Source: an optimization exercise on an open RTL-to-GDS flow (aim: a short achievable clock period and few clock cycles). Production flows keep margins and buffers that such runs may drop.
RTL that was checked went through simulation tests only; none was proved equivalent to the original.
No functional check of the RTL was part of runs 1 to 4 and 6.

File: design/flow/flow/run.sh
#!/bin/bash
# The standard layout (the standard.sh), with timing repair asked to leave
# a setup margin, so that it sizes and buffers the critical paths.
set -euo pipefail
bash standard.sh SETUP_SLACK_MARGIN=30.5 TNS_END_PERCENT=100 MATCH_CELL_FOOTPRINT=0 CORE_UTILIZATION=62 finish > standard_flow.log 2>&1
File: design/flow/config.mk
export PLATFORM = sky130hd
export DESIGN_NAME = cpu
export DESIGN_NICKNAME = cpu
export VERILOG_FILES = /design/flow/design.v
export SDC_FILE = /design/flow/constraint.sdc
export NUM_CORES = 4
export LEC_CHECK = 0
export CAP_MARGIN = 20
export CORE_MARGIN = 2
export CORE_UTILIZATION = 40
export SLEW_MARGIN = 20
File: design/flow/standard.sh
#!/bin/bash
# synth_recipe.tcl (not shown) runs the flow's synth.tcl, then flattens the netlist and writes it again
# the make line also repeats each setting of config.mk as NAME=value (left out here)
make -C /OpenROAD-flow-scripts/flow DESIGN_CONFIG=/design/flow/config.mk WORK_HOME=/design/flow/orfs CLKGATE_MAP_FILE= SYNTH_SCRIPT=/design/flow/synth_recipe.tcl "${@:-finish}"
File: design/flow/design.v
module cpu(
    input clk,
    input reset,
    output [7:0] imem_addr,
    input [18:0] imem_data,
    output [7:0] dmem_addr,
    output [18:0] dmem_wdata,
    output dmem_we,
    input [18:0] dmem_rdata,
    output rf_we,
    output [2:0] rf_waddr,
    output [18:0] rf_wdata
);
    localparam [18:0] KEY = 19'b0011001010111010110;
    reg [7:0] pc;           
    reg [7:0] pcn;          
    reg [18:0] ir;
    reg ir_valid;
    reg [7:0] ir_pcp1;
    reg [2:0] sp;
    reg [18:0] rf [0:7];
    reg [7:0] rz;           
    reg x_we, x_ld, x_st, x_div;
    reg [2:0] x_rd;
    reg [7:0] x_imm;
    reg [18:0] x_a, x_b, x_sd;
    reg [11:0] x_sel;       
    reg x_mul;
    reg [7:0] w_oh;         
    reg [18:0] w_data;
    reg o_we;
    reg [2:0] o_rd;
    reg [18:0] o_data;
    assign imem_addr = pc;
    assign dmem_addr = x_imm;
    assign dmem_we = x_st;
    assign dmem_wdata = x_sd;
    assign rf_we = o_we;
    assign rf_waddr = o_rd;
    assign rf_wdata = o_data;
    wire [18:0] a = x_a;
    wire [18:0] b = x_b;
    reg dv_busy;                
    reg [18:0] dv_r, dv_q;
    reg [20:0] dv_a;            
    reg [2:0] dv_i;             
    reg [21:0] dv_m1, dv_m2, dv_m3, dv_m4, dv_m5, dv_m6, dv_m7;
    genvar g;
    wire b_zero = (b == 19'd0);
    wire [21:0] f1 = {3'b0, a} - {3'b0, b};
    wire [21:0] f2 = {3'b0, a} - {2'b0, b, 1'b0};
    wire [21:0] f3 = {3'b0, a} - ({3'b0, b} + {2'b0, b, 1'b0});
    wire [1:0] f_dig = !f3[21] ? 2'd3 : !f2[21] ? 2'd2 : !f1[21] ? 2'd1 : 2'd0;
    wire [18:0] b_any;          
    assign b_any[18] = b[18];
    generate
        for (g = 0; g < 18; g = g + 1) begin : g_bany
            assign b_any[g] = b[g] | b_any[g+1];
        end
    endgenerate
    wire [18:2] a_ok;
    generate
        for (g = 2; g < 19; g = g + 1) begin : g_aok
            assign a_ok[g] = !a[g] || b_any[g-1];
        end
    endgenerate
    wire dv_fast = b_zero || (&a_ok);
    wire [18:0] q_fast = b_zero ? 19'd0 : {17'd0, f_dig};
    function [2:0] ndig;
        input [18:0] x, y;
        begin
            if ({3'd0, x} < {y, 3'd0}) ndig = 3'd0;
            else if ({6'd0, x} < {y, 6'd0}) ndig = 3'd1;
            else if ({9'd0, x} < {y, 9'd0}) ndig = 3'd2;
            else if ({12'd0, x} < {y, 12'd0}) ndig = 3'd3;
            else if ({15'd0, x} < {y, 15'd0}) ndig = 3'd4;
            else if ({18'd0, x} < {y, 18'd0}) ndig = 3'd5;
            else ndig = 3'd6;
        end
    endfunction
    function [24:0] ostep;      
        input [21:0] r;
        input [21:0] m1, m2, m3, m4, m5, m6, m7;
        reg [22:0] t1, t2, t3, t4, t5, t6, t7;
        reg [7:0] ge;
        begin
            t1 = {1'b0, r} - {1'b0, m1};
            t2 = {1'b0, r} - {1'b0, m2};
            t3 = {1'b0, r} - {1'b0, m3};
            t4 = {1'b0, r} - {1'b0, m4};
            t5 = {1'b0, r} - {1'b0, m5};
            t6 = {1'b0, r} - {1'b0, m6};
            t7 = {1'b0, r} - {1'b0, m7};
            ge = {!t7[22], !t6[22], !t5[22], !t4[22], !t3[22], !t2[22], !t1[22], 1'b1};
            ostep = ({25{ge[0] & !ge[1]}} & {3'd0, r}) |
                    ({25{ge[1] & !ge[2]}} & {3'd1, t1[21:0]}) |
                    ({25{ge[2] & !ge[3]}} & {3'd2, t2[21:0]}) |
                    ({25{ge[3] & !ge[4]}} & {3'd3, t3[21:0]}) |
                    ({25{ge[4] & !ge[5]}} & {3'd4, t4[21:0]}) |
                    ({25{ge[5] & !ge[6]}} & {3'd5, t5[21:0]}) |
                    ({25{ge[6] & !ge[7]}} & {3'd6, t6[21:0]}) |
                    ({25{ge[7]}} & {3'd7, t7[21:0]});
        end
    endfunction
    wire [2:0] nd = ndig(a, b);
    wire [18:0] da, db;
    wire [2:0] dnd = ndig(da, db);
    reg x_pre;                  
    wire dv_run = dv_busy || x_pre;
    wire [24:0] s1 = ostep({dv_r, dv_a[20:18]}, dv_m1, dv_m2, dv_m3, dv_m4, dv_m5, dv_m6, dv_m7);
    wire [24:0] s2 = ostep({s1[18:0], dv_a[17:15]}, dv_m1, dv_m2, dv_m3, dv_m4, dv_m5, dv_m6, dv_m7);
    wire dv_last = (dv_i <= 3'd1);
    wire [18:0] q_slow = (dv_i == 3'd0) ? {dv_q[15:0], s1[24:22]} : {dv_q[12:0], s1[24:22], s2[24:22]};
    wire [18:0] div_res = dv_run ? q_slow : q_fast;
    wire x_hold = x_div && (dv_run ? !dv_last : !dv_fast);
    always @(posedge clk or posedge reset) begin
        if (reset) begin
            dv_busy <= 1'b0;
        end else begin
            dv_busy <= x_hold;
        end
    end
    wire [18:0] sa = x_hold ? a : da;      
    wire [18:0] sb = x_hold ? b : db;
    wire [2:0] snd = x_hold ? nd : dnd;
    always @(posedge clk) begin
        if (!x_hold || !dv_run) begin
            dv_m1 <= {3'b0, sb};
            dv_m2 <= {2'b0, sb, 1'b0};
            dv_m3 <= {3'b0, sb} + {2'b0, sb, 1'b0};
            dv_m4 <= {1'b0, sb, 2'b0};
            dv_m5 <= {3'b0, sb} + {1'b0, sb, 2'b0};
            dv_m6 <= {2'b0, sb, 1'b0} + {1'b0, sb, 2'b0};
            dv_m7 <= {sb, 3'b0} - {3'b0, sb};
            dv_a <= {2'b0, sa} << (5'd18 - {2'b0, snd} - {1'b0, snd, 1'b0});
            dv_i <= snd;
            dv_r <= sa >> ({2'b0, snd} + {1'b0, snd, 1'b0} + 5'd3);    
            dv_q <= 19'd0;
        end else begin
            dv_i <= dv_i - 3'd2;
            dv_a <= dv_a << 6;
            dv_r <= s2[18:0];
            dv_q <= {dv_q[12:0], s1[24:22], s2[24:22]};
        end
    end
    wire [18:0] r_mul = a * b;
    wire [18:0] x_fast =
        ({19{x_sel[0]}} & (a + b)) |
        ({19{x_sel[1]}} & (a - b)) |
        ({19{x_sel[4]}} & (a + 19'd1)) |
        ({19{x_sel[5]}} & (a - 19'd1)) |
        ({19{x_sel[6]}} & (a & b)) |
        ({19{x_sel[7]}} & (a | b)) |
        ({19{x_sel[8]}} & (a ^ b)) |
        ({19{x_sel[9]}} & (~a)) |
        ({19{x_sel[10]}} & (a ^ KEY)) |
        ({19{x_sel[11]}} & b);
    wire [18:0] x_out = x_ld ? dmem_rdata :
                        x_div ? div_res :
                        (x_fast | ({19{x_sel[2]}} & r_mul));
    wire x_wr = x_we && !x_hold;
    wire [4:0] op = ir[18:14];
    wire [2:0] f_rs = ir[13:11];
    wire [2:0] f_rt = ir[10:8];
    wire [7:0] f_imm = ir[7:0];
    wire [2:0] f_rd = ir[7:5];
    wire [4:0] f_fn = ir[4:0];
    wire d_art = ir_valid && (op == 5'd0 || op == 5'd1);
    wire d_cry = ir_valid && (op == 5'd9);
    wire d_jmp = ir_valid && (op == 5'd2);
    wire d_beq = ir_valid && (op == 5'd3);
    wire d_bne = ir_valid && (op == 5'd4);
    wire d_call = ir_valid && (op == 5'd5);
    wire d_ret = ir_valid && (op == 5'd6);
    wire d_ld = ir_valid && (op == 5'd7);
    wire d_st = ir_valid && (op == 5'd8);
    wire d_imm = ir_valid && (op == 5'd10);
    wire d_alu = d_art || d_cry;
    wire [2:0] sp1 = sp + 3'd1;
    wire [2:0] ra = d_ret ? sp1 : f_rs;
    wire [2:0] rb = f_rt;
    wire [18:0] rfa = w_oh[ra] ? w_data : (rz[ra] ? 19'd0 : rf[ra]);
    wire [18:0] rfb = w_oh[rb] ? w_data : (rz[rb] ? 19'd0 : rf[rb]);
    wire xa_hit = x_we && x_rd == ra;
    wire xb_hit = x_we && x_rd == rb;
    wire x_slow = x_ld || x_div || x_mul;
    assign da = rfa;
    assign db = rfb;
    wire [18:0] va = xa_hit ? x_fast : rfa;
    wire [18:0] vb = xb_hit ? x_fast : rfb;
    wire use_a_early = d_beq || d_bne || d_ret;
    wire use_b_early = d_beq || d_bne;
    wire stall = x_hold || (x_slow && ((use_a_early && xa_hit) || (use_b_early && xb_hit)));
    wire eq = (va == vb);
    wire taken = d_jmp || d_call || (d_beq && eq) || (d_bne && !eq);
    wire [7:0] next_pc = d_ret ? va[7:0] : (taken ? f_imm : pcn);
    wire [7:0] next_pcn = d_ret ? va[7:0] + 8'd1 : (taken ? f_imm + 8'd1 : pcn + 8'd1);
    wire d_we = d_alu || d_call || d_ret || d_ld || d_imm;
    wire [2:0] d_rd = d_call ? sp : (d_ret ? sp1 : (d_art ? f_rd : f_rt));
    wire d_useimm = !d_alu;
    wire [18:0] d_bval = d_call ? {11'd0, ir_pcp1} : (d_ret ? 19'd0 : {11'd0, f_imm});
    reg [11:0] d_sel;
    always @(*) begin
        d_sel = 12'd0;
        if (d_alu) begin
            case (f_fn)
                5'd0: d_sel[0] = 1'b1;
                5'd1: d_sel[1] = 1'b1;
                5'd2: d_sel[2] = 1'b1;
                5'd3: d_sel[3] = 1'b1;
                5'd4: d_sel[4] = 1'b1;
                5'd5: d_sel[5] = 1'b1;
                5'd6: d_sel[6] = 1'b1;
                5'd7: d_sel[7] = 1'b1;
                5'd8: d_sel[8] = 1'b1;
                5'd9: d_sel[9] = 1'b1;
                5'd10: d_sel[10] = 1'b1;
                5'd11: d_sel[10] = 1'b1;
                5'd12: d_sel[11] = 1'b1;
                default: d_sel = 12'd0;
            endcase
        end else if (d_imm || d_call || d_ret) begin
            d_sel[11] = 1'b1;
        end
    end
    integer i;
    always @(posedge clk or posedge reset) begin
        if (reset) begin
            pc <= 8'd0;
            pcn <= 8'd1;
            ir_valid <= 1'b0;
            sp <= 3'd7;
            rz <= 8'hff;
            x_we <= 1'b0; x_ld <= 1'b0; x_st <= 1'b0; x_div <= 1'b0;
            w_oh <= 8'd0;
            o_we <= 1'b0;
        end else begin
            rz <= rz & ~w_oh;
            w_oh <= x_wr ? (8'd1 << x_rd) : 8'd0;
            o_we <= x_wr;
            x_st <= d_st && !stall;
            if (!x_hold) begin
                x_we <= d_we && !stall;
                x_ld <= d_ld && !stall;
                x_div <= d_alu && (f_fn == 5'd3) && !stall;
            end
            pc <= stall ? pcn - 8'd1 : next_pc;
            if (!stall) begin
                pcn <= next_pcn;
                ir_valid <= 1'b1;
                if (d_call) sp <= sp - 3'd1;
                else if (d_ret) sp <= sp1;
            end
        end
    end
    always @(posedge clk) begin
        for (i = 0; i < 8; i = i + 1)
            if (w_oh[i]) rf[i] <= w_data;
        if (x_wr) w_data <= x_out;
        o_rd <= x_rd;
        o_data <= x_out;
        x_imm <= f_imm;
        x_sd <= xb_hit ? x_out : rfb;
        if (!x_hold) begin
            x_rd <= d_rd;
            x_a <= xa_hit ? x_out : rfa;
            x_b <= d_useimm ? d_bval : (xb_hit ? x_out : rfb);
            x_sel <= d_sel;
            x_mul <= d_alu && (f_fn == 5'd2);
            x_pre <= d_alu && (f_fn == 5'd3) && !xa_hit && !xb_hit && (rfb != 19'd0);
        end
        if (!stall) begin
            ir <= imem_data;
            ir_pcp1 <= pcn;
        end
    end
endmodule
File: design/flow/constraint.sdc
create_clock -name core_clock -period 38.0 [get_ports {clk}]
set_input_delay 7.6000 -clock core_clock [delete_from_list [all_inputs] [get_ports {clk}]]
set_output_delay 7.6000 -clock core_clock [all_outputs]
set_load 0.01 [all_outputs]
==> out/qor.txt, run 1 <==
total routed wirelength = 229,000 um
critical-path cell list = buf_6
max-slew violations = 0
Congestion Overflow GR = 0
top post-synthesis cells by area = edfxtp_1, ha_1, fa_1
status = complete, no violations
Die ar. = 87,600 um2
MaxCap Viol Count = 0
DR WL/cell = 30.2 um
placed cell area = 55,900 um2
DR iter-0 viols = 8,030
max incr delay on CP = 430 ps
Final setup viols = 0
cts bufs inserted = 54
Post-Syn Nets = 6,858
area grow syn2layout = 19.3%
Post-synth top flop = edfxtp_1
arrival time worst endpoint = 1250 ps
WS Path Type = flop to primary output
syn_area_per_cell = 8.77 um2
H-Tree Depth = 2
Site Rows = 107
final setup skew = 87.8 ps
Hold-fix buffers, CTS = 0
routed vias = 54,200
top fanout value on the critical path = 1
post-route minimum period = 8850 ps
HPWL Detailed = 161,000 um
initial antenna violation count = 12
asr flop ratio synth = 8.54%
final hold vios = 0
YS warnings = 2
Starting Density = 62.3%
Fmax = 0.113 GHz
worst path bufs/invs = 1
Slew headroom = 16.1%
largest area contributor in the synthesized netlist = edfxtp_1
sequential fraction of the synthesis area = 25.3%
core footprint = 84,900 um2
top cells by count, synth = ha_1, inv_1, nor2_1
most frequent cell after synthesis = ha_1
largest net degree at the start of global routing = 64
Yosys cell types = 114
Sum Neg Setup Slack = 0 ps
drc violations = 0
first-pass GRT wire length = 322,000 um
router iterations before antenna repair = 10
CP endpoint kind = primary output
Startpoint Class = flop
TritonCTS clock tree = yes
Worst Tran Pin Value = 1240 ps
Post-synth EDFFs = 332
RSZ-0062 raised after global routing = yes
Die Y = 296 um
routability congestion estimate = 1.06
number of port buffers = 98
share of cells above drive strength 1 = 18.5%
worst hold path class = flop to flop
Clock Path Buffers = 3
Horiz. Die Dim = 296 um
Slowest cell on crit path = dfrtp_1
nets = 7,208
clk slew on worst S/H paths = 60 ps
routed vias/inst = 7.15
CP top delay family = flip-flops
vias in the first global route = 50,400
Routed Antenna Nets = 0
Synth Register Bits = 492
Hold Slack = 435 ps
I/O pins = 99
clock tree sinks = 492
Finished Cell Area = 63,100 um2
fin crit share = 23.3%
Post-Synthesis Cell Area = 52,900 um2
Clk Latency, worst-skew pair = 680 ps
top cell type's share of synthesized area = 18.9%
worst endpoint required time = 30,400 ps
cells after synthesis = 6,032
GRT Resource Usage Total = 49.5%
Root Driver = clkbuf_16
## final timing paths
path | from | endpoint | slack (ps) | cells past startpoint
setup / recovery | pc[7]$_DFF_PP0_ | imem_addr[7] | 29150 | 1
hold / removal | dv_a[0]$_SDFF_PP0_ | dv_a[6]$_DFF_P_ | 430 | 2
setup reg to reg | dv_m7[0]$_DFFE_PN_ | x_b[1]$_DFFE_PN_ | 30180 | 33
hold reg to reg | dv_a[0]$_SDFF_PP0_ | dv_a[6]$_DFF_P_ | 430 | 2
max in group asynchronous | reset | rz[4]$_DFF_PP1_ | 30480 | 3
min in group asynchronous | reset | x_div$_DFFE_PP0N_ | 7280 | 3
## stage by stage
stage          setup slack, ps  instances  util (%)
2_1_floorplan            29480       6032         -
3_3_place_gp             28120       7171      65.8
3_5_place_dp             27880       7171      65.8
4_1_cts                  29160       7428      71.5
5_1_grt                  29150       7572      74.3
6_report                 29150       7575      74.3
## metal layers
layer	global-route usage (%)	vias to the layer above	part of all wire, %
li1	-	22800	-
met1	60.7	25400	34
met2	72.3	4577	41
met3	17.1	1389	15
met4	35.9	18	9.9
met5	1.11	-	0.15
## area by class of cell
| cell class | count | area (um2) |
|---|---|---|
| diodes | 3 | 7.51 |
| clock buffers | 73 | 1500 |
| clock inverters | 29 | 330 |
| fillers | 6258 | 21800 |
| inverters | 549 | 2230 |
| multi-input cells | 4740 | 38800 |
| flip-flops and latches | 492 | 13500 |
| well taps | 1144 | 1430 |
| repair buffers | 544 | 5260 |
| repair inverters | 1 | 5.00 |
## state kept, by name, summed over array words and instances (netlist names), 16 cells and up, named ones only
name and cells:
x_b 19, o_data 19, dv_m6 20, dv_m7 21, w_data 19, rf 152, x_a 19, dv_a 21
dv_m5 21, dv_m1 17, x_sd 19, ir 19, dv_r 19, dv_q 16
## cell families after synthesis
| group | share of synthesized area, % |
|---|---|
| compound gates | 23.2 |
| xor+xnor | 5.91 |
| flops | 25.3 |
| simple gates | 14.8 |
| fa+ha+maj | 20.9 |
| mux | 3.88 |
| buf+inv | 5.89 |
## layout by cell type (no fill, tap or decap), types with 151 or more instances in the layout
cell / instances
edfxtp_1: 332
a21o_1: 177
xnor2_1: 254
inv_1: 496
ha_1: 616
buf_4: 322
fa_1: 151
a21oi_1: 335
o21ai_0: 279
nand2_1: 411
nor2_1: 470
## repair_timing
item / in CTS / in global routing
gates resized for setup: 749 / 291
gates cloned: 9 / 8
setup endpoints to repair: 304 / 226
buffers inserted: 146 / 136
pin swaps: 103 / 147
==> inputs of run 2 (changes only) <==
--- a/design/flow/design.v
+++ b/design/flow/design.v
@@ -226,31 +226,37 @@
     integer i;
     always @(posedge clk or posedge reset) begin
         if (reset) begin
-            pc <= 8'd0;
             pcn <= 8'd1;
             ir_valid <= 1'b0;
             sp <= 3'd7;
             rz <= 8'hff;
-            x_we <= 1'b0; x_ld <= 1'b0; x_st <= 1'b0; x_div <= 1'b0;
+            x_we <= 1'b0; x_ld <= 1'b0; x_div <= 1'b0;
             w_oh <= 8'd0;
-            o_we <= 1'b0;
         end else begin
             rz <= rz & ~w_oh;
             w_oh <= x_wr ? (8'd1 << x_rd) : 8'd0;
-            o_we <= x_wr;
-            x_st <= d_st && !stall;
             if (!x_hold) begin
                 x_we <= d_we && !stall;
                 x_ld <= d_ld && !stall;
                 x_div <= d_alu && (f_fn == 5'd3) && !stall;
             end
-            pc <= stall ? pcn - 8'd1 : next_pc;
             if (!stall) begin
                 pcn <= next_pcn;
                 ir_valid <= 1'b1;
                 if (d_call) sp <= sp - 3'd1;
                 else if (d_ret) sp <= sp1;
             end
+        end
+    end
+    always @(posedge clk) begin
+        if (reset) begin
+            pc <= 8'd0;
+            x_st <= 1'b0;
+            o_we <= 1'b0;
+        end else begin
+            pc <= stall ? pcn - 8'd1 : next_pc;
+            x_st <= d_st && !stall;
+            o_we <= x_wr;
         end
     end
     always @(posedge clk) begin
==> run 2 against run 1 <==
Compared with the run above:
- cell count down 5.9%
- utilization increased by 0.74 points
- design area is 4.2% lower
- critical path depth is the same
- setup slack better by 24 ps
==> out/qor.txt, run 2 <==
status = complete, no violations
fin crit share = 23.2%
clock tree sinks = 492
Slew headroom = 19.0%
largest net degree at the start of global routing = 83
Hold EP = dv_a[6]$_DFF_P_
worst reg2reg setup slack = 29,380 ps
area grow syn2layout = 19.8%
most frequent cell after synthesis = ha_1
drc violations = 0
arrival time worst endpoint = 1220 ps
Post-Synthesis Cell Area = 50,500 um2
hold path depth = 2
RSZ-0062 raised after global routing = yes
cts bufs inserted = 56
H-Tree Depth = 2
WS Path Type = flop to primary output
total routed wirelength = 202,000 um
fill cell count = 5,787
Clk Latency, worst-skew pair = 700 ps
setup ws final = 29,180 ps
Hold-fix buffers, CTS = 0
HPWL Detailed = 141,000 um
reg2reg end = dv_r[2]$_DFF_P_
Site Rows = 104
Startpoint Class = flop
sequential fraction of the synthesis area = 26.4%
Die Y = 289 um
largest area contributor in the synthesized netlist = edfxtp_1
worst endpoint required time = 30,400 ps
asr flop ratio synth = 6.50%
I/O pins = 99
post-layout util = 75.1%
clk slew on worst S/H paths = 60 ps
Yosys cell types = 120
DR iter-0 viols = 6,162
initial antenna violation count = 0
routed vias = 48,600
max-slew violations = 0
post-route minimum period = 8820 ps
CP endpoint kind = primary output
MaxCap Viol Count = 0
first-pass GRT wire length = 291,000 um
Clock Path Buffers = 3
Post-synth EDFFs = 332
Hold Slack = 425 ps
max reg flops = 152
Die ar. = 83,700 um2
top cell type's share of synthesized area = 19.7%
reg2reg path depth = 48
Slowest cell on crit path = dfxtp_4
Horiz. Die Dim = 289 um
router iterations before antenna repair = 9
Synth Register Bits = 492
TritonCTS clock tree = yes
Post-Syn Nets = 6,498
Sum Neg Setup Slack = 0 ps
Congestion Overflow GR = 0
reg2reg start = dv_m7[0]$_DFFE_PN_
Routed Antenna Nets = 0
number of port buffers = 98
commonest non-fill, non-tap cell in the layout = ha_1
final hold vios = 0
worst hold path class = flop to flop
worst path bufs/invs = 1
Finished Cell Area = 60,500 um2
DR WL/cell = 28.4 um
final setup skew = 77.3 ps
top post-synthesis cells by area = edfxtp_1, ha_1, fa_1
worst hold path startpoint = dv_a[0]$_SDFF_PP0_
most frequent cells in the layout = ha_1, inv_1, nand2_1
dpl ws = 27,420 ps
cells after synthesis = 5,676
Worst Tran Pin Value = 1210 ps
CP top delay family = flip-flops
Post-synth top flop = edfxtp_1
core footprint = 80,500 um2
Final setup viols = 0
syn_area_per_cell = 8.89 um2
Fmax = 0.113 GHz
vias in the first global route = 46,900
routed vias/inst = 6.82
placed cell area = 53,600 um2
top fanout value on the critical path = 1
GRT Resource Usage Total = 46.8%
routability congestion estimate = 1.05
YS warnings = 2
share of cells above drive strength 1 = 19.7%
top cells by count, synth = ha_1, inv_1, a21oi_1
nets = 6,837
max incr delay on CP = 410 ps
Root Driver = clkbuf_16
Starting Density = 62.7%
register name with the most flops = rf
critical-path cell list = buf_6
run 2: cell count changes after synthesis, moves of 20 or more:
cell	previous run	this run
a211oi_1	63	30
a21oi_1	398	458
clkbuf_1	171	145
inv_1	534	493
nand4_1	59	36
nor2_1	497	449
nor2b_1	84	104
nor3_1	111	84
o211ai_1	65	20
o21ai_0	342	250
or3_1	41	19
xor2_1	99	129
run 2: repair_timing:
item,CTS,global route
resized for setup,755,210
pin swaps,102,95
gates cloned,5,2
setup endpoints to repair,305,224
buffers inserted,186,93
run 2: worst max-delay path by stage:
stage	start	to	slack, ps	cells past startpoint
3_3_place_gp	dv_m5[1]$_DFFE_PN_	x_b[2]$_DFFE_PN_	27570	47
5_1_grt	dv_m5[1]$_DFFE_PN_	dv_r[0]$_DFF_P_	29100	46
6_report	x_sd[2]$_DFF_P_	dmem_wdata[2]	29180	1
3_5_place_dp	dv_m5[1]$_DFFE_PN_	x_b[2]$_DFFE_PN_	27420	47
4_1_cts	x_sd[2]$_DFF_P_	dmem_wdata[2]	29200	1
2_1_floorplan	dmem_rdata[0]	x_b[0]$_DFFE_PN_	29360	7
run 2: kinds of logic (layout without fill, tap and decap cells):
family | Yosys count | in the layout | share of synthesized area, %
xor+xnor | 385 | 385 | 6.72
fa+ha+maj | 784 | 784 | 21.7
buf+inv | 762 | 1148 | 6.08
mux | 151 | 151 | 3.85
flops | 492 | 492 | 26.4
simple gates | 1490 | 1491 | 13.8
other cells | 0 | 3 | 0
compound gates | 1612 | 1612 | 21.3
run 2: metrics by stage:
| step | std cells |
|---|---|
| global route | 7123 |
| floorplan | 5676 |
| finish | 7126 |
| detailed placement | 6731 |
| global placement | 6731 |
| CTS | 7028 |
run 2: per-layer routing:
| layer | vias to the layer above | wire [um] | GRT usage (%) |
|---|---|---|---|
| li1 | 21100 | - | - |
| met1 | 23000 | 70300 | 55.8 |
| met2 | 3384 | 86900 | 71.3 |
| met3 | 1083 | 24600 | 12.8 |
| met4 | 2 | 20200 | 37.0 |
| met5 | - | 64 | 0.625 |
run 2: worst reg2reg max path, delay by kind of cell (launching register included):
family | cells | cell delay, ps
and+or+nand+nor | 6 | 1520
adders and majority gates | 3 | 900
DFF | 1 | 380
AOI/OAI and AO/OA | 28 | 4330
buffers and inverters | 11 | 1400
run 2: area by class of cell:
| class | count | area [um2] | area share (%) |
|---|---|---|---|
| flip-flops and latches | 492 | 13400 | 22.2 |
| repair buffers | 525 | 5090 | 8.43 |
| clock inverters | 28 | 389 | 0.644 |
| clock buffers | 78 | 1690 | 2.80 |
| well taps | 1060 | 1330 | 2.19 |
| repair inverters | 1 | 7.51 | 0.0124 |
| diodes | 3 | 7.51 | 0.0124 |
| inverters | 516 | 2130 | 3.52 |
| multi-input cells | 4423 | 36400 | 60.2 |
==> inputs of run 3 (changes only) <==
==> design/flow/flow/run.sh (replaced) <==
#!/bin/bash
# The standard layout (the standard.sh), with timing repair asked to leave
# a setup margin, so that it sizes and buffers the critical paths.
set -euo pipefail
bash standard.sh SETUP_SLACK_MARGIN=30.5 TNS_END_PERCENT=100 MATCH_CELL_FOOTPRINT=0 CORE_UTILIZATION=62 SLEW_MARGIN=30 finish > standard_flow.log 2>&1
==> run 3 against run 2 <==
Compared with the run above:
- clock skew shrank 14 ps
- non-clock buffer count rose by 41
- critical endpoint unchanged
- fmax hardly changed
- still clean
- utilization up 0.19 points
==> out/qor.txt, run 3 <==
RSZ-0062 raised after global routing = yes
CP endpoint kind = primary output
routed vias/inst = 6.84
top cells by count, synth = ha_1, inv_1, a21oi_1
Congestion Overflow GR = 0
Fmax = 0.113 GHz
fill cell count = 5,823
cts bufs inserted = 55
first-pass GRT wire length = 296,000 um
area grow syn2layout = 20.1%
post-layout util = 75.3%
compound-cell area share of the yosys netlist = 21.3%
routability congestion estimate = 1.05
Post-Syn Nets = 6,498
syn_area_per_cell = 8.89 um2
mux cell area share after synthesis = 3.85%
Die Y = 289 um
Post-Synthesis Cell Area = 50,500 um2
Routed Antenna Nets = 0
DR WL/cell = 28.6 um
post-route minimum period = 8820 ps
vias in the first global route = 47,400
top cell type's share of synthesized area = 19.7%
worst endpoint required time = 30,400 ps
Clk Latency, worst-skew pair = 680 ps
H-Tree Depth = 2
total routed wirelength = 205,000 um
clk slew on worst S/H paths = 60 ps
routed vias = 49,000
worst hold path class = flop to flop
MaxCap Viol Count = 0
arrival time worst endpoint = 1220 ps
top fanout value on the critical path = 1
Site Rows = 104
cells after synthesis = 5,676
initial antenna violation count = 5
Root Driver = clkbuf_16
router iterations before antenna repair = 11
I/O pins = 99
Die ar. = 83,700 um2
Final setup viols = 0
largest family of logic cells by synthesized area = adder cells
HPWL Detailed = 141,000 um
drc violations = 0
core footprint = 80,500 um2
DR iter-0 viols = 6,454
Slowest cell on crit path = dfxtp_4
top post-synthesis cells by area = edfxtp_1, ha_1, fa_1
Startpoint Class = flop
final hold vios = 0
number of port buffers = 98
largest area contributor in the synthesized netlist = edfxtp_1
max-slew violations = 0
final setup skew = 63.4 ps
CP Depth = 1
Yosys cell types = 120
sequential fraction of the synthesis area = 26.4%
Slew headroom = 21.9%
Sum Neg Setup Slack = 0 ps
hold path depth = 2
share of cells above drive strength 1 = 20.0%
reg2reg path depth = 47
status = complete, no violations
TritonCTS clock tree = yes
CP top delay family = flip-flops
Horiz. Die Dim = 289 um
commonest non-fill, non-tap cell in the layout = ha_1
YS warnings = 2
Synth Register Bits = 492
Post-synth top flop = edfxtp_1
WS Path Type = flop to primary output
Post-Synth Adder-Cell Area = 21.7%
Worst Tran Pin Value = 1160 ps
nets = 6,878
Starting Density = 62.7%
clock tree sinks = 492
most frequent cells in the layout = ha_1, inv_1, nand2_1
largest net degree at the start of global routing = 83
max reg flops = 152
critical-path cell list = buf_6
GRT Resource Usage Total = 47.5%
asr flop ratio synth = 6.50%
most frequent cell after synthesis = ha_1
max incr delay on CP = 410 ps
fin crit share = 23.2%
register name with the most flops = rf
worst path bufs/invs = 1
XOR/XNOR Fraction of Synth Area = 6.72%
Synth Area in Simple Gates = 13.8%
Clock Path Buffers = 3
Post-synth EDFFs = 332
[run 3: repair_timing]
action | in CTS | in global routing
buffers inserted | 231 | 84
hold buffers | 0 | 0
cloned | 8 | 4
setup endpoints to repair | 305 | 222
resized for setup | 771 | 173
pin swaps | 149 | 100
[run 3: cell families (layout without fill, tap and decap cells)]
| family | Yosys count | after routing |
|---|---|---|
| AO/OA/AOI/OAI | 1612 | 1612 |
| AND/OR/NAND/NOR | 1490 | 1492 |
| adder cells (fa/ha/maj) | 784 | 784 |
| buffers and inverters | 762 | 1187 |
| flip-flops | 492 | 492 |
| XOR/XNOR | 385 | 385 |
| multiplexers | 151 | 151 |
| other | 0 | 3 |
[run 3: path summary, 6_finish.rpt]
| path | start | to | slack, ps |
|---|---|---|---|
| worst max register to register | dv_m7[0]$_DFFE_PN_ | x_b[1]$_DFFE_PN_ | 29280 |
| worst min-delay path | dv_a[0]$_SDFF_PP0_ | dv_a[6]$_DFF_P_ | 430 |
| max in group asynchronous | reset | pcn[7]$_DFFE_PP0P_ | 30600 |
| worst min register to register | dv_a[0]$_SDFF_PP0_ | dv_a[6]$_DFF_P_ | 430 |
| worst max-delay path | x_sd[2]$_DFF_P_ | dmem_wdata[2] | 29180 |
| min in group asynchronous | reset | dv_busy$_DFF_PP0_ | 7080 |
[run 3: cell type report]
type / instances / area, um2 / area share, %
diodes: 3 / 7.51 / 0.0124
clock buffers: 72 / 1600 / 2.63
clock inverters: 32 / 293 / 0.483
inverters: 516 / 2130 / 3.51
multi-input cells: 4424 / 36300 / 60.0
flip-flops and latches: 492 / 13400 / 22.2
well taps: 1060 / 1330 / 2.19
repair buffers: 566 / 5470 / 9.02
repair inverters: 1 / 7.51 / 0.0124
[run 3: worst register-to-register path, delay by kind of cell (launching register included)]
family,cells,cell delay [ps]
flip-flops,1,380
adder cells (fa/ha/maj),3,830
AO/OA/AOI/OAI,28,4780
buffers and inverters,5,570
AND/OR/NAND/NOR,11,1870
[run 3: routing by layer]
metal	vias to the layer above	wire [um]	track usage, %	share of wire, %
met5	-	107	0.114	0.052
met4	10	19700	37.2	9.6
li1	21200	-	-	-
met1	23100	70200	56.5	34
met3	1086	26500	13.6	13
met2	3644	88200	72.3	43
[run 3: through the flow]
stage | setup WS [ps] | hold WS, ps | std cells | cell area (um2)
final | 29180 | 426 | 7166 | 60600
after global routing | 28970 | 461 | 7163 | 60600
after CTS | 29190 | 431 | 7074 | 59100
after detailed placement | 27570 | 416 | 6731 | 53600
after global placement | 27570 | 401 | 6731 | 53600
after floorplan | 29360 | 343 | 5676 | 51300
==> inputs of run 4 (changes only) <==
--- a/design/flow/design.v
+++ b/design/flow/design.v
@@ -226,37 +226,31 @@
     integer i;
     always @(posedge clk or posedge reset) begin
         if (reset) begin
+            pc <= 8'd0;
             pcn <= 8'd1;
             ir_valid <= 1'b0;
             sp <= 3'd7;
             rz <= 8'hff;
-            x_we <= 1'b0; x_ld <= 1'b0; x_div <= 1'b0;
+            x_we <= 1'b0; x_ld <= 1'b0; x_st <= 1'b0; x_div <= 1'b0;
             w_oh <= 8'd0;
+            o_we <= 1'b0;
         end else begin
             rz <= rz & ~w_oh;
             w_oh <= x_wr ? (8'd1 << x_rd) : 8'd0;
+            o_we <= x_wr;
+            x_st <= d_st && !stall;
             if (!x_hold) begin
                 x_we <= d_we && !stall;
                 x_ld <= d_ld && !stall;
                 x_div <= d_alu && (f_fn == 5'd3) && !stall;
             end
+            pc <= stall ? pcn - 8'd1 : next_pc;
             if (!stall) begin
                 pcn <= next_pcn;
                 ir_valid <= 1'b1;
                 if (d_call) sp <= sp - 3'd1;
                 else if (d_ret) sp <= sp1;
             end
-        end
-    end
-    always @(posedge clk) begin
-        if (reset) begin
-            pc <= 8'd0;
-            x_st <= 1'b0;
-            o_we <= 1'b0;
-        end else begin
-            pc <= stall ? pcn - 8'd1 : next_pc;
-            x_st <= d_st && !stall;
-            o_we <= x_wr;
         end
     end
     always @(posedge clk) begin
==> design/flow/flow/run.sh (replaced) <==
#!/bin/bash
# The standard layout (the standard.sh), with timing repair asked to leave
# a setup margin, so that it sizes and buffers the critical paths.
set -euo pipefail
bash standard.sh SETUP_SLACK_MARGIN=30.5 TNS_END_PERCENT=100 MATCH_CELL_FOOTPRINT=0 CORE_UTILIZATION=62 "CTS_ARGS=-sink_clustering_enable -repair_clock_nets -distance_between_buffers 600 -branching_point_buffers_distance 600" finish > standard_flow.log 2>&1
==> run 4 against run 3 <==
Compared with the run above:
- critical path depth unchanged
- setup slack got worse by 24 ps
- routed wire length grew 12%
- design area is 4.1% higher
- non-clock buffer count is 22 lower
- die area increased by 4.7%
- register-to-register slack better by 900 ps
- critical path type unchanged
- sequential share of layout area decreased by 0.82 points
- fmax is 0.27% lower
==> out/qor.txt, run 4 <==
top post-synthesis cells by area = edfxtp_1, ha_1, fa_1
reg2reg path depth = 33
Horiz. Die Dim = 296 um
routed vias = 54,200
Starting Density = 62.3%
HPWL Detailed = 161,000 um
most frequent cells in the layout = ha_1, inv_1, nor2_1
Routed Antenna Nets = 0
routability congestion estimate = 1.06
worst reg2reg setup slack = 30,180 ps
CP top delay family = flip-flops
worst endpoint required time = 30,400 ps
DR iter-0 viols = 8,030
status = complete, no violations
Site Rows = 107
initial antenna violation count = 12
router iterations before antenna repair = 10
GRT Resource Usage Total = 49.5%
Hold-fix buffers, CTS = 0
Slowest cell on crit path = dfrtp_1
reg2reg end = x_b[1]$_DFFE_PN_
hold path depth = 2
routed vias/inst = 7.15
Sum Neg Setup Slack = 0 ps
Congestion Overflow GR = 0
Yosys cell types = 114
Post-synth top flop = edfxtp_1
max reg flops = 152
DR WL/cell = 30.2 um
Post-Synthesis Cell Area = 52,900 um2
Fmax = 0.113 GHz
syn_area_per_cell = 8.77 um2
Post-Syn Nets = 6,858
final hold vios = 0
final setup skew = 87.8 ps
H-Tree Depth = 2
Clock Path Buffers = 3
asr flop ratio synth = 8.54%
max incr delay on CP = 430 ps
fin crit share = 23.3%
Post-synth EDFFs = 332
core footprint = 84,900 um2
arrival time worst endpoint = 1250 ps
Synth Register Bits = 492
reg2reg start = dv_m7[0]$_DFFE_PN_
critical-path cell list = buf_6
Worst Tran Pin Value = 1240 ps
YS warnings = 2
total routed wirelength = 229,000 um
first-pass GRT wire length = 322,000 um
WS Path Type = flop to primary output
top cell type's share of synthesized area = 18.9%
worst path bufs/invs = 1
drc violations = 0
sequential fraction of the synthesis area = 25.3%
Root Driver = clkbuf_16
Die ar. = 87,600 um2
clock tree sinks = 492
cts bufs inserted = 54
max-slew violations = 0
most frequent cell after synthesis = ha_1
nets = 7,208
Startpoint Class = flop
largest net degree at the start of global routing = 64
post-route minimum period = 8850 ps
Die Y = 296 um
worst hold path startpoint = dv_a[0]$_SDFF_PP0_
top fanout value on the critical path = 1
area grow syn2layout = 19.3%
Slew headroom = 16.1%
number of port buffers = 98
Clk Latency, worst-skew pair = 680 ps
RSZ-0062 raised after global routing = yes
top cells by count, synth = ha_1, inv_1, nor2_1
vias in the first global route = 50,400
MaxCap Viol Count = 0
commonest non-fill, non-tap cell in the layout = ha_1
I/O pins = 99
cells after synthesis = 6,032
worst hold path class = flop to flop
TritonCTS clock tree = yes
Hold EP = dv_a[6]$_DFF_P_
largest area contributor in the synthesized netlist = edfxtp_1
Final setup viols = 0
register name with the most flops = rf
CP endpoint kind = primary output
share of cells above drive strength 1 = 18.5%
clk slew on worst S/H paths = 60 ps
==> run 4: cell families after synthesis <==
family	synth area share, %
buffers and inverters	5.89
xor gates and xnor gates	5.91
adders and majority gates	20.9
muxes	3.88
DFF	25.3
AOI/OAI and AO/OA	23.2
and+or+nand+nor	14.8
==> run 4: layout make-up <==
class	instances	area (um2)
antenna	3	7.51
clock buffer	73	1500
clock inverter	29	330
fill	6258	21800
inverter	549	2230
multi-input combinational	4740	38800
sequential	492	13500
tap	1144	1430
timing repair buffer	544	5260
timing repair inverter	1	5.00
==> run 4: how the worst max path moves through the flow <==
stage,startpoint,end,slack [ps],cells after the start
2_1_floorplan,dmem_rdata[2],x_b[2]$_DFFE_PN_,29480,4
3_3_place_gp,ir[17]$_DFFE_PP_,dv_r[3]$_DFF_P_,28120,22
3_5_place_dp,ir[17]$_DFFE_PP_,dv_r[2]$_DFF_P_,27880,20
4_1_cts,pc[7]$_DFF_PP0_,imem_addr[7],29160,1
5_1_grt,pc[7]$_DFF_PP0_,imem_addr[7],29150,1
6_report,pc[7]$_DFF_PP0_,imem_addr[7],29150,1
==> run 4: stage by stage <==
step                worst slack, ps  cell area [um2]  hold WS (ps)  cells  utilization (%)
floorplan                     29480            53400           343   6032                -
global placement              28120            55900           409   7171             65.8
detailed placement            27880            55900           427   7171             65.8
CTS                           29160            60700           444   7428             71.5
global route                  29150            63100           466   7572             74.3
finish                        29150            63100           435   7575             74.3
==> run 4: worst reg2reg max path, delay by kind of cell, from the launching register on <==
family,cells,cell delay (ps)
and+or+nand+nor,6,1440
buffers and inverters,6,890
adders and majority gates,3,790
DFF,1,440
AOI/OAI and AO/OA,17,3820
muxes,1,170
==> run 4: metal layers <==
layer	GRT usage, %	wire (um)	up-vias
met5	1.11	341	-
met3	17.1	33900	1389
met1	60.7	78900	25400
li1	-	-	22800
met2	72.3	93100	4577
met4	35.9	22600	18
==> run 4: what timing repair did <==
| item | CTS | global route |
|---|---|---|
| gates resized for setup | 749 | 291 |
| gates cloned | 9 | 8 |
| setup endpoints to repair | 304 | 226 |
| buffers inserted | 146 | 136 |
| pin swaps | 103 | 147 |
==> inputs of run 5 (changes only) <==
--- a/design/flow/design.v
+++ b/design/flow/design.v
@@ -184,10 +184,10 @@
     wire xa_hit = x_we && x_rd == ra;
     wire xb_hit = x_we && x_rd == rb;
     wire x_slow = x_ld || x_div || x_mul;
-    assign da = rfa;
-    assign db = rfb;
     wire [18:0] va = xa_hit ? x_fast : rfa;
     wire [18:0] vb = xb_hit ? x_fast : rfb;
+    assign da = va;
+    assign db = vb;
     wire use_a_early = d_beq || d_bne || d_ret;
     wire use_b_early = d_beq || d_bne;
     wire stall = x_hold || (x_slow && ((use_a_early && xa_hit) || (use_b_early && xb_hit)));
@@ -226,31 +226,37 @@
     integer i;
     always @(posedge clk or posedge reset) begin
         if (reset) begin
-            pc <= 8'd0;
             pcn <= 8'd1;
             ir_valid <= 1'b0;
             sp <= 3'd7;
             rz <= 8'hff;
-            x_we <= 1'b0; x_ld <= 1'b0; x_st <= 1'b0; x_div <= 1'b0;
+            x_we <= 1'b0; x_ld <= 1'b0; x_div <= 1'b0;
             w_oh <= 8'd0;
-            o_we <= 1'b0;
         end else begin
             rz <= rz & ~w_oh;
             w_oh <= x_wr ? (8'd1 << x_rd) : 8'd0;
-            o_we <= x_wr;
-            x_st <= d_st && !stall;
             if (!x_hold) begin
                 x_we <= d_we && !stall;
                 x_ld <= d_ld && !stall;
                 x_div <= d_alu && (f_fn == 5'd3) && !stall;
             end
-            pc <= stall ? pcn - 8'd1 : next_pc;
             if (!stall) begin
                 pcn <= next_pcn;
                 ir_valid <= 1'b1;
                 if (d_call) sp <= sp - 3'd1;
                 else if (d_ret) sp <= sp1;
             end
+        end
+    end
+    always @(posedge clk) begin
+        if (reset) begin
+            pc <= 8'd0;
+            x_st <= 1'b0;
+            o_we <= 1'b0;
+        end else begin
+            pc <= stall ? pcn - 8'd1 : next_pc;
+            x_st <= d_st && !stall;
+            o_we <= x_wr;
         end
     end
     always @(posedge clk) begin
@@ -267,7 +273,7 @@
             x_b <= d_useimm ? d_bval : (xb_hit ? x_out : rfb);
             x_sel <= d_sel;
             x_mul <= d_alu && (f_fn == 5'd2);
-            x_pre <= d_alu && (f_fn == 5'd3) && !xa_hit && !xb_hit && (rfb != 19'd0);
+            x_pre <= d_alu && (f_fn == 5'd3) && !(x_slow && (xa_hit || xb_hit)) && (vb != 19'd0);
         end
         if (!stall) begin
             ir <= imem_data;
==> design/flow/flow/run.sh (replaced) <==
#!/bin/bash
# The standard layout (the standard.sh), with timing repair asked to leave
# a setup margin, so that it sizes and buffers the critical paths.
set -euo pipefail
bash standard.sh SETUP_SLACK_MARGIN=30.5 TNS_END_PERCENT=100 MATCH_CELL_FOOTPRINT=0 CORE_UTILIZATION=62 finish > standard_flow.log 2>&1
==> run 5 against run 4 <==
Compared with the run above:
- global-route usage rose by 1.2 points
- critical path type unchanged
- utilization grew 0.63 points
- critical endpoint is now rf_wdata[18]
- setup slack improved by 68 ps
- via count fell by 0.27%
- die area decreased by 1.5%
- first-iteration DRC count is 4.4% higher
- critical path depth stayed put
==> out/qor.txt, run 5 <==
fin crit share = 23.1%
reg2reg start = dv_m1[3]$_DFFE_PN_
final hold vios = 0
commonest non-fill, non-tap cell in the layout = ha_1
cts bufs inserted = 53
worst reg2reg setup slack = 30,170 ps
router iterations before antenna repair = 12
HPWL Detailed = 159,000 um
initial antenna violation count = 11
status = complete, no violations
post-route minimum period = 8780 ps
hold path depth = 2
number of port buffers = 98
most frequent cells in the layout = ha_1, inv_1, nand2_1
Congestion Overflow GR = 0
critical-path cell list = buf_6
register name with the most flops = rf
WS Path Type = flop to primary output
area grow syn2layout = 20.1%
YS warnings = 2
Final setup viols = 0
Clk Latency, worst-skew pair = 660 ps
max reg flops = 152
nets = 7,193
max-slew violations = 0
Die Y = 294 um
CP Depth = 1
total routed wirelength = 230,000 um
I/O pins = 99
most frequent cell after synthesis = ha_1
Hold-fix buffers, CTS = 0
Finished Cell Area = 62,500 um2
first-pass GRT wire length = 325,000 um
routed vias/inst = 7.21
clock tree sinks = 492
largest net degree at the start of global routing = 69
dpl cells = 7,078
reg2reg end = x_b[0]$_DFFE_PN_
placed cell area = 54,800 um2
core footprint = 83,400 um2
Routed Antenna Nets = 0
MaxCap Viol Count = 0
routed vias = 54,000
reg2reg path depth = 27
setup ws final = 29,220 ps
routability congestion estimate = 1.08
top cells by count, synth = ha_1, inv_1, nor2_1
Slowest cell on crit path = dfxtp_4
asr flop ratio synth = 6.50%
sequential fraction of the synthesis area = 25.6%
vias in the first global route = 51,100
worst endpoint required time = 30,400 ps
Yosys cell types = 111
max incr delay on CP = 400 ps
Post-Synthesis Cell Area = 52,100 um2
Clock Path Buffers = 3
top post-synthesis cells by area = edfxtp_1, ha_1, fa_1
Starting Density = 62.4%
worst path bufs/invs = 1
top fanout value on the critical path = 1
DR WL/cell = 30.7 um
dpl ws = 28,310 ps
Finished Layout Cells = 7,495
share of cells above drive strength 1 = 19.1%
Startpoint Class = flop
clk slew on worst S/H paths = 70 ps
TritonCTS clock tree = yes
Slew headroom = 9.90%
Die ar. = 86,300 um2
worst hold path startpoint = dv_a[1]$_SDFF_PP0_
Fmax = 0.114 GHz
Post-synth EDFFs = 332
H-Tree Depth = 2
final setup skew = 61.4 ps
largest area contributor in the synthesized netlist = edfxtp_1
syn_area_per_cell = 8.67 um2
CP top delay family = flip-flops
drc violations = 0
Hold EP = dv_a[7]$_DFF_P_
Root Driver = clkbuf_16
Post-synth top flop = edfxtp_1
CP endpoint kind = primary output
Post-Syn Nets = 6,832
cells after synthesis = 6,003
GRT Resource Usage Total = 50.7%
Synth Register Bits = 492
RSZ-0062 raised after global routing = yes
arrival time worst endpoint = 1180 ps
Site Rows = 106
Horiz. Die Dim = 294 um
top cell type's share of synthesized area = 19.1%
Worst Tran Pin Value = 1340 ps
DR iter-0 viols = 8,381
worst hold path class = flop to flop
Sum Neg Setup Slack = 0 ps
-- run 5: changes by cell type in the layout (fill, tap and decap cells not counted), sizes merged, moves of 26 or more --
cell    change
nand2      +49
nor3       +35
nand2b     +31
a22oi      -29
inv        -29
a21o       -26
-- run 5: logic make-up (layout without fill, tap and decap cells) --
group | after synthesis | after routing | share of synthesized area, %
fa+ha+maj | 789 | 789 | 21.2
xor+xnor | 339 | 340 | 5.70
simple gates | 1734 | 1738 | 16.0
mux | 131 | 131 | 3.04
other cells | 0 | 8 | 0
compound gates | 1747 | 1748 | 22.7
flops | 492 | 492 | 25.6
buf+inv | 771 | 1169 | 5.74
-- run 5: timing repair --
action,4_1_cts,5_1_grt
pin swaps,77,121
gates resized for setup,801,313
cloned,10,8
setup endpoints to repair,291,236
setup buffers,148,144
-- run 5: worst max-delay path by stage --
stage / startpoint / slack [ps] / endpoint
global route: o_data[18]$_DFF_P_ / 29240 / rf_wdata[18]
CTS: o_data[18]$_DFF_P_ / 29250 / rf_wdata[18]
detailed placement: dv_m7[0]$_DFFE_PN_ / 28310 / x_b[1]$_DFFE_PN_
finish: o_data[18]$_DFF_P_ / 29220 / rf_wdata[18]
global placement: ir[15]$_DFFE_PP_ / 28410 / dv_r[4]$_DFF_P_
floorplan: dmem_rdata[5] / 29480 / x_b[5]$_DFFE_PN_
-- run 5: through the flow --
step / utilization (%) / hold WS, ps
final: 75.0 / 403
after global routing: 74.9 / 411
after CTS: 71.9 / 391
after detailed placement: 65.7 / 416
after global placement: 65.7 / 405
after floorplan: - / 346
-- run 5: final cells by class --
class | count | area, um2
Fill cell | 6065 | 20900
Tap cell | 1080 | 1350
Timing Repair inverter | 3 | 17.5
Antenna cell | 8 | 20.0
Inverter | 533 | 2170
Sequential cell | 492 | 13500
Timing Repair Buffer | 535 | 5130
Multi-Input combinational cell | 4746 | 38500
Clock buffer | 62 | 1380
Clock inverter | 36 | 482
-- run 5: tightest hold or removal path, delay by kind of cell, from the launching register on --
kind / cells / cell delay (ps)
AOI/OAI and AO/OA: 1 / 50
and+or+nand+nor: 1 / 40
DFF: 1 / 300
-- run 5: per-layer routing --
layer	GRT usage, %	vias to the layer above	part of all wire (%)
met5	0.113	-	0.088
met4	44.2	10	11
met3	17.5	1561	14
met2	76.4	4583	42
met1	57.2	25200	33
li1	-	22600	-
Testbench counts of run 5, summed over its fixed seeds: cycles 12,033.
==> inputs of run 6 (changes only) <==
--- a/design/flow/design.v
+++ b/design/flow/design.v
@@ -78,20 +78,71 @@
             else ndig = 3'd6;
         end
     endfunction
+    function [22:0] ksub;
+        input [21:0] x, y;
+        reg [21:0] g, p, gn, pn;
+        reg [22:0] c;
+        integer i, d;
+        begin
+            g = x & ~y;
+            p = x ^ ~y;
+            for (d = 1; d < 22; d = d * 2) begin
+                gn = g;
+                pn = p;
+                for (i = d; i < 22; i = i + 1) begin
+                    gn[i] = g[i] | (p[i] & g[i-d]);
+                    pn[i] = p[i] & p[i-d];
+                end
+                g = gn;
+                p = pn;
+            end
+            c[0] = 1'b1;
+            for (i = 0; i < 22; i = i + 1) c[i+1] = g[i] | p[i];
+            ksub = {c[22], (x ^ ~y) ^ c[21:0]};
+        end
+    endfunction
+    function [21:0] kadd;
+        input [21:0] x, y;
+        reg [21:0] g, p, gn, pn;
+        integer i, d;
+        begin
+            g = x & y;
+            p = x ^ y;
+            for (d = 1; d < 22; d = d * 2) begin
+                gn = g;
+                pn = p;
+                for (i = d; i < 22; i = i + 1) begin
+                    gn[i] = g[i] | (p[i] & g[i-d]);
+                    pn[i] = p[i] & p[i-d];
+                end
+                g = gn;
+                p = pn;
+            end
+            kadd = (x ^ y) ^ {g[20:0], 1'b0};
+        end
+    endfunction
+    function [21:0] ksub22;
+        input [21:0] x, y;
+        reg [22:0] t;
+        begin
+            t = ksub(x, y);
+            ksub22 = t[21:0];
+        end
+    endfunction
     function [24:0] ostep;      
         input [21:0] r;
         input [21:0] m1, m2, m3, m4, m5, m6, m7;
         reg [22:0] t1, t2, t3, t4, t5, t6, t7;
         reg [7:0] ge;
         begin
-            t1 = {1'b0, r} - {1'b0, m1};
-            t2 = {1'b0, r} - {1'b0, m2};
-            t3 = {1'b0, r} - {1'b0, m3};
-            t4 = {1'b0, r} - {1'b0, m4};
-            t5 = {1'b0, r} - {1'b0, m5};
-            t6 = {1'b0, r} - {1'b0, m6};
-            t7 = {1'b0, r} - {1'b0, m7};
-            ge = {!t7[22], !t6[22], !t5[22], !t4[22], !t3[22], !t2[22], !t1[22], 1'b1};
+            t1 = ksub(r, m1);
+            t2 = ksub(r, m2);
+            t3 = ksub(r, m3);
+            t4 = ksub(r, m4);
+            t5 = ksub(r, m5);
+            t6 = ksub(r, m6);
+            t7 = ksub(r, m7);
+            ge = {t7[22], t6[22], t5[22], t4[22], t3[22], t2[22], t1[22], 1'b1};
             ostep = ({25{ge[0] & !ge[1]}} & {3'd0, r}) |
                     ({25{ge[1] & !ge[2]}} & {3'd1, t1[21:0]}) |
                     ({25{ge[2] & !ge[3]}} & {3'd2, t2[21:0]}) |
@@ -127,11 +178,11 @@
         if (!x_hold || !dv_run) begin
             dv_m1 <= {3'b0, sb};
             dv_m2 <= {2'b0, sb, 1'b0};
-            dv_m3 <= {3'b0, sb} + {2'b0, sb, 1'b0};
+            dv_m3 <= kadd({3'b0, sb}, {2'b0, sb, 1'b0});
             dv_m4 <= {1'b0, sb, 2'b0};
-            dv_m5 <= {3'b0, sb} + {1'b0, sb, 2'b0};
-            dv_m6 <= {2'b0, sb, 1'b0} + {1'b0, sb, 2'b0};
-            dv_m7 <= {sb, 3'b0} - {3'b0, sb};
+            dv_m5 <= kadd({3'b0, sb}, {1'b0, sb, 2'b0});
+            dv_m6 <= kadd({2'b0, sb, 1'b0}, {1'b0, sb, 2'b0});
+            dv_m7 <= ksub22({sb, 3'b0}, {3'b0, sb});
             dv_a <= {2'b0, sa} << (5'd18 - {2'b0, snd} - {1'b0, snd, 1'b0});
             dv_i <= snd;
             dv_r <= sa >> ({2'b0, snd} + {1'b0, snd, 1'b0} + 5'd3);    
==> run 6 against run 5 <==
Compared with the run above:
- routed wire length is 3.5% lower
- largest cell class unchanged
- sequential share of layout area is 0.21 points lower
- clock skew is 0.97 ps lower
- design area is 0.86% higher
- fmax is 0.30% lower
- count of clock-buffer cells in the layout is 4 higher
- cell count is 1.2% lower
==> out/qor.txt, run 6 <==
status = complete, no violations
Post-Synth Adder-Cell Area = 21.5%
router iterations before antenna repair = 13
HPWL Detailed = 153,000 um
share of cells above drive strength 1 = 23.0%
Final setup viols = 0
most frequent cell after synthesis = ha_1
setup ws final = 29,190 ps
final hold vios = 0
max-slew violations = 0
Synth Register Bits = 492
Routed Antenna Nets = 0
number of port buffers = 98
commonest non-fill, non-tap cell in the layout = ha_1
GRT Resource Usage Total = 48.8%
Site Rows = 105
routed vias = 53,300
dpl cells = 6,831
routability congestion estimate = 1.05
worst hold path class = flop to flop
CP endpoint kind = primary output
Synth Area in Simple Gates = 16.2%
first-pass GRT wire length = 311,000 um
MaxCap Viol Count = 0
DR WL/cell = 30.0 um
top cells by count, synth = ha_1, inv_1, nand2_1
compound-cell area share of the yosys netlist = 21.7%
top post-synthesis cells by area = edfxtp_1, ha_1, fa_1
Startpoint Class = flop
Clk Latency, worst-skew pair = 700 ps
Post-Syn Nets = 6,611
clock tree sinks = 492
vias in the first global route = 49,600
Yosys cell types = 110
I/O pins = 99
top cell type's share of synthesized area = 19.6%
final setup skew = 60.4 ps
Post-synth EDFFs = 332
routed vias/inst = 7.20
Finished Layout Cells = 7,403
XOR/XNOR Fraction of Synth Area = 5.52%
asr flop ratio synth = 6.50%
Hold-fix buffers, CTS = 0
dpl ws = 28,160 ps
Worst Tran Pin Value = 1180 ps
Starting Density = 62.3%
Fmax = 0.114 GHz
YS warnings = 2
arrival time worst endpoint = 1210 ps
CP top delay family = flip-flops
Post-Synthesis Cell Area = 50,900 um2
fin crit share = 23.2%
critical-path cell list = buf_6
area grow syn2layout = 23.9%
clk slew on worst S/H paths = 70 ps
Root Driver = clkbuf_16
Post-synth top flop = edfxtp_1
Largest regs = rf (152), dv_m7 (22)
cts bufs inserted = 55
syn_area_per_cell = 8.80 um2
Die Y = 290 um
DR iter-0 viols = 7,832
Congestion Overflow GR = 0
Sum Neg Setup Slack = 0 ps
Clock Path Buffers = 3
top fanout value on the critical path = 1
most frequent cells in the layout = ha_1, nand2_1, buf_4
Die ar. = 84,400 um2
worst path bufs/invs = 1
Hold Slack = 429 ps
core footprint = 81,700 um2
H-Tree Depth = 2
TritonCTS clock tree = yes
largest net degree at the start of global routing = 66
post-route minimum period = 8810 ps
max incr delay on CP = 400 ps
largest family of logic cells by synthesized area = compound AO/OA/AOI/OAI gates
mux cell area share after synthesis = 3.09%
total routed wirelength = 222,000 um
RSZ-0062 raised after global routing = yes
drc violations = 0
initial antenna violation count = 10
Slew headroom = 20.8%
worst endpoint required time = 30,400 ps
nets = 7,105
Slowest cell on crit path = dfxtp_4
fill cell count = 5,552
largest area contributor in the synthesized netlist = edfxtp_1
sequential fraction of the synthesis area = 26.2%
cells after synthesis = 5,783
WS Path Type = flop to primary output
Horiz. Die Dim = 290 um
max reg flops = 152
register name with the most flops = rf
[run 6: changes by cell type after synthesis, moves of 24 or more]
cell and change:
nor2_1 -50, o21ai_0 -49, nand3_1 +42, nor3_1 -38, a21oi_1 -33, a21o_1 -29, inv_1 -28, xnor2_1 -28
o21bai_1 -24
[run 6: area by class of cell]
type,count,area [um2],share of cell area (%)
clock inverters,38,430,0.682
inverters,499,2090,3.31
flip-flops and latches,492,13400,21.3
repair inverters,2,12.5,0.0198
repair buffers,681,6440,10.2
multi-input cells,4546,37700,59.8
well taps,1070,1340,2.12
clock buffers,66,1560,2.48
diodes,9,22.5,0.0357
[run 6: what timing repair did]
| action | 4_1_cts | 5_1_grt |
|---|---|---|
| hold endpoints to repair | 0 | 0 |
| endpoints found under the setup margin | 301 | 212 |
| pin swaps | 113 | 187 |
| gates resized for setup | 929 | 322 |
| setup buffers | 227 | 212 |
| gates cloned | 12 | 8 |
[run 6: logic make-up (layout without fill, tap and decap cells)]
group | count (synthesis) | after routing
xor gates and xnor gates | 321 | 322
AOI/OAI and AO/OA | 1615 | 1615
and+or+nand+nor | 1692 | 1698
DFF | 492 | 492
other | 0 | 9
adders and majority gates | 788 | 788
muxes | 123 | 123
buffers and inverters | 752 | 1286
[run 6: worst paths after layout]
path / startpoint / end / slack, ps / cells after the start
min in group asynchronous: reset / pcn[7]$_DFFE_PP0P_ / 6960 / 2
setup / recovery: x_sd[3]$_DFF_P_ / dmem_wdata[3] / 29190 / 1
hold / removal: dv_a[0]$_SDFF_PP0_ / dv_a[6]$_DFF_P_ / 430 / 2
hold reg to reg: dv_a[0]$_SDFF_PP0_ / dv_a[6]$_DFF_P_ / 430 / 2
setup reg to reg: dv_m7[0]$_DFFE_PN_ / x_b[0]$_DFFE_PN_ / 29950 / 37
max in group asynchronous: reset / sp[0]$_DFFE_PP1P_ / 30610 / 4
[run 6: through the flow]
stage	util [%]	cell area (um2)
after floorplan	-	51400
after global placement	65.7	53700
after detailed placement	65.7	53700
after CTS	73.3	59900
after global routing	77.2	63100
final	77.2	63100
[run 6: per-layer routing]
| layer | GRT usage [%] | up-vias | wire length, um | share of wire (%) |
|---|---|---|---|---|
| met5 | 1.47 | - | 416 | 0.19 |
| met4 | 35.2 | 16 | 22200 | 10 |
| met3 | 17.2 | 1472 | 32800 | 15 |
| met2 | 72.7 | 4589 | 91900 | 41 |
| met1 | 58.5 | 25000 | 75000 | 34 |
| li1 | - | 22200 | - | - |

==> separate check: timing with driven ports <==
How much do the figures lean on ideal ports? The routed layouts below were timed once more, with nothing changed but the port constraints. Step 1 sets driving cells, clkbuf_16 on the clock port and buf_2 on the other inputs (assumed; they add their load-dependent delay and slew). Step 2, shift: input delay + t, output delay - t, t = (earliest + latest rising clock arrival at the registers) / 2. This alone moves slack from input paths to output paths. a / b / c = no drivers / after step 1 / after step 2; a / b = the first two.
run | t, ns | slack for setup (ns) | hold slack, ns
run 1 | 0.714 | 29.152 / 29.072 / 29.216 | 0.435 / 0.435 / 0.435
run 2 | 0.734 | 29.176 / 29.099 / 28.799 | 0.425 / 0.425 / 0.425
run 3 | 0.730 | 29.177 / 29.099 / 28.830 | 0.426 / 0.426 / 0.426
run 4 | 0.714 | 29.152 / 29.072 / 29.216 | 0.435 / 0.435 / 0.435
run 5 | 0.710 | 29.220 / 29.144 / 29.110 | 0.403 / 0.403 / 0.403
run 6 | 0.744 | 29.194 / 29.124 / 29.316 | 0.429 / 0.429 / 0.429
After both steps setup and hold are still met in every run listed. The setup slack of run 2, which loses most, moves by -0.077 ns with the drivers and by -0.377 ns with both steps.
